This design comes from an exercise in tuning for small area and a short achievable clock period on the open sky130 flow, not from production work. Where RTL was checked, it was by simulation tests only, not by an equivalence proof against the original. Power figures rest on the tool's default switching activity, not on a simulated workload.

## pe
module pe (
    input               clk,
    input               rst,
    input  signed [7:0] weight,
    input  signed [7:0] inmap,
    input               inmap_vld,
    input               weight_vld,
    input  signed [7:0] bias,
    output signed [7:0] outmap,
    output              outmap_vld,
    output signed [15:0] outraw
);
Size in the first run: ~450 cells after synthesis, roughly 21 flip-flops, ~3200 µm² of cells after synthesis.
export LEC_CHECK = 0
export ABC_AREA = 1
export CAP_MARGIN = 20
export CORE_MARGIN = 2
export CORE_UTILIZATION = 40
export SLEW_MARGIN = 20
create_clock -name core_clock -period 10.5 [get_ports {clk}]
standard.sh (not shown) runs the stock make flow with config.mk's settings and CLKGATE_MAP_FILE= SYNTH_SCRIPT=/design/flow/synth_recipe.tcl, a recipe that flattens the netlist after the stock synthesis.
==> flow/flow/run.sh <==
#!/bin/bash
# Own layout flow: the standard ORFS layout, with port buffers of a small, fast buffer
# (buf_2) instead of the default the port buffering picks; every port still gets a buffer.
set -euo pipefail
export BUFFER_PORTS_ARGS="-buffer_cell sky130_fd_sc_hd__buf_2"
bash standard.sh > standard_flow.log 2>&1
Next try:
--- a/flow/design.v
+++ b/flow/design.v
@@ -132,48 +132,48 @@
   wire c22 = (c16 & s20) | (c16 & s21) | (s20 & s21);
   wire s23 = c17 ^ s22 ^ c18;
   wire c23 = (c17 & s22) | (c17 & c18) | (s22 & c18);
   wire s24 = 1'b1 ^ base[9] ^ w16;
   wire c24 = (1'b1 & base[9]) | (1'b1 & w16) | (base[9] & w16);
   wire s25 = w23 ^ w30 ^ c20;
   wire c25 = (w23 & w30) | (w23 & c20) | (w30 & c20);
   wire s26 = c21 ^ s24 ^ c22;
   wire c26 = (c21 & s24) | (c21 & c22) | (s24 & c22);
-  wire s27 = s25 ^ s26 ^ c23;
-  wire c27 = (s25 & s26) | (s25 & c23) | (s26 & c23);
-  wire s28 = base[10] ^ w17 ^ w24;
-  wire c28 = (base[10] & w17) | (base[10] & w24) | (w17 & w24);
-  wire s29 = w31 ^ c24 ^ s28;
-  wire c29 = (w31 & c24) | (w31 & s28) | (c24 & s28);
-  wire s30 = c25 ^ s29 ^ c26;
-  wire c30 = (c25 & s29) | (c25 & c26) | (s29 & c26);
-  wire s31 = 1'b1 ^ base[11] ^ w25;
-  wire c31 = (1'b1 & base[11]) | (1'b1 & w25) | (base[11] & w25);
-  wire s32 = w32 ^ c28 ^ s31;
-  wire c32 = (w32 & c28) | (w32 & s31) | (c28 & s31);
-  wire s33 = c29 ^ s32 ^ c30;
-  wire c33 = (c29 & s32) | (c29 & c30) | (s32 & c30);
-  wire s34 = base[12] ^ w26 ^ w33;
-  wire c34 = (base[12] & w26) | (base[12] & w33) | (w26 & w33);
-  wire s35 = c31 ^ s34 ^ c32;
-  wire c35 = (c31 & s34) | (c31 & c32) | (s34 & c32);
-  wire s36 = 1'b1 ^ base[13] ^ w34;
-  wire c36 = (1'b1 & base[13]) | (1'b1 & w34) | (base[13] & w34);
-  wire s37 = c34 ^ s36 ^ c35;
-  wire c37 = (c34 & s36) | (c34 & c35) | (s36 & c35);
-  wire s38 = base[14] ^ w35 ^ c36;
-  wire c38 = (base[14] & w35) | (base[14] & c36) | (w35 & c36);
-  wire s39 = 1'b1 ^ base[15] ^ c38;
-  wire c39 = (1'b1 & base[15]) | (1'b1 & c38) | (base[15] & c38);
-  wire [15:0] sx = {s39, s38, s37, s35, s33, s30, s27, s23, s19, s15, s11, s8, s5, s3, s1, s0};
-  wire [15:0] sy = {1'b0, c37, 1'b0, c33, 1'b0, c27, 1'b0, c19, 1'b0, 1'b0, 1'b0, 1'b0, 1'b0, 1'b0, 1'b0, 1'b0};
+  wire hs0 = s25 ^ s26;
+  wire hc0 = s25 & s26;
+  wire s27 = base[10] ^ w17 ^ w24;
+  wire c27 = (base[10] & w17) | (base[10] & w24) | (w17 & w24);
+  wire s28 = w31 ^ c24 ^ s27;
+  wire c28 = (w31 & c24) | (w31 & s27) | (c24 & s27);
+  wire s29 = c25 ^ s28 ^ c26;
+  wire c29 = (c25 & s28) | (c25 & c26) | (s28 & c26);
+  wire s30 = 1'b1 ^ base[11] ^ w25;
+  wire c30 = (1'b1 & base[11]) | (1'b1 & w25) | (base[11] & w25);
+  wire s31 = w32 ^ c27 ^ s30;
+  wire c31 = (w32 & c27) | (w32 & s30) | (c27 & s30);
+  wire hs1 = c28 ^ s31;
+  wire hc1 = c28 & s31;
+  wire s32 = base[12] ^ w26 ^ w33;
+  wire c32 = (base[12] & w26) | (base[12] & w33) | (w26 & w33);
+  wire s33 = c30 ^ s32 ^ c31;
+  wire c33 = (c30 & s32) | (c30 & c31) | (s32 & c31);
+  wire s34 = 1'b1 ^ base[13] ^ w34;
+  wire c34 = (1'b1 & base[13]) | (1'b1 & w34) | (base[13] & w34);
+  wire hs2 = c32 ^ s34;
+  wire hc2 = c32 & s34;
+  wire s35 = base[14] ^ w35 ^ c34;
+  wire c35 = (base[14] & w35) | (base[14] & c34) | (w35 & c34);
+  wire s36 = 1'b1 ^ base[15] ^ c35;
+  wire c36 = (1'b1 & base[15]) | (1'b1 & c35) | (base[15] & c35);
+  wire [15:0] sx = {s36, hc2, hs2, hc1, hs1, hc0, c23, s23, s19, s15, s11, s8, s5, s3, s1, s0};
+  wire [15:0] sy = {1'b0, s35, c33, s33, c29, s29, hs0, c19, 1'b0, 1'b0, 1'b0, 1'b0, 1'b0, 1'b0, 1'b0, 1'b0};
   wire [15:0] t = sx + sy;
+  wire [6:0] r = t[9:3] + t[2];
   assign outraw = t & {16{v}};
-  wire [6:0] r = t[9:3] + t[2];
   assign outmap = {1'b0, r & {7{v & ~t[15]}}};
   assign outmap_vld = (n == 5'd24);
   always @(posedge clk) acc <= t;
   always @(posedge clk or posedge rst) begin
     if (rst) n <= 5'd0;
     else if (v) n <= (n == 5'd24) ? 5'd0 : n + 5'd1;
   end
 endmodule
Effect: Total power came out lower by a few percent; non-clock buffer count does not change; wire length rose by a few percent; cell count rose by a few percent; critical path depth goes down by 3; setup slack degrades by 0.098 ns; sequential share of layout area came out lower by 0.30 points; global-route usage goes up by 0.53 points; hold slack is better by 0.0032 ns.
Only the layout flow was run in the second run of this note; the RTL was not checked for function there.

## static timing again, ports no longer ideal
No port has a modelled driver above. Below, the same layouts with a new extraction and two added sets of constraints. Step 1, drivers: a clkbuf_16 drives clk and a buf_2 each remaining input, both assumed. Step 2, shift: input delay + t, output delay - t, t = (earliest + latest rising clock arrival at the registers) / 2. This alone moves slack from input paths to output paths. Slacks: ideal ports / drivers / drivers and shift; pairs: ideal ports / drivers.
run	t (ns)	slack for setup (ns)	hold WS [ns]	latest minus earliest clock arrival (ns)
the first run	0.289	1.333 / 1.311 / 1.311	0.553 / 0.553 / 0.553	0.002 / 0.002
the second run	0.300	1.236 / 1.215 / 1.215	0.556 / 0.556 / 0.556	0.005 / 0.005
After both steps setup and hold are still met in every run listed. The setup slack of the first run, which loses most, moves by -0.022 ns with the drivers and by -0.022 ns with both steps.
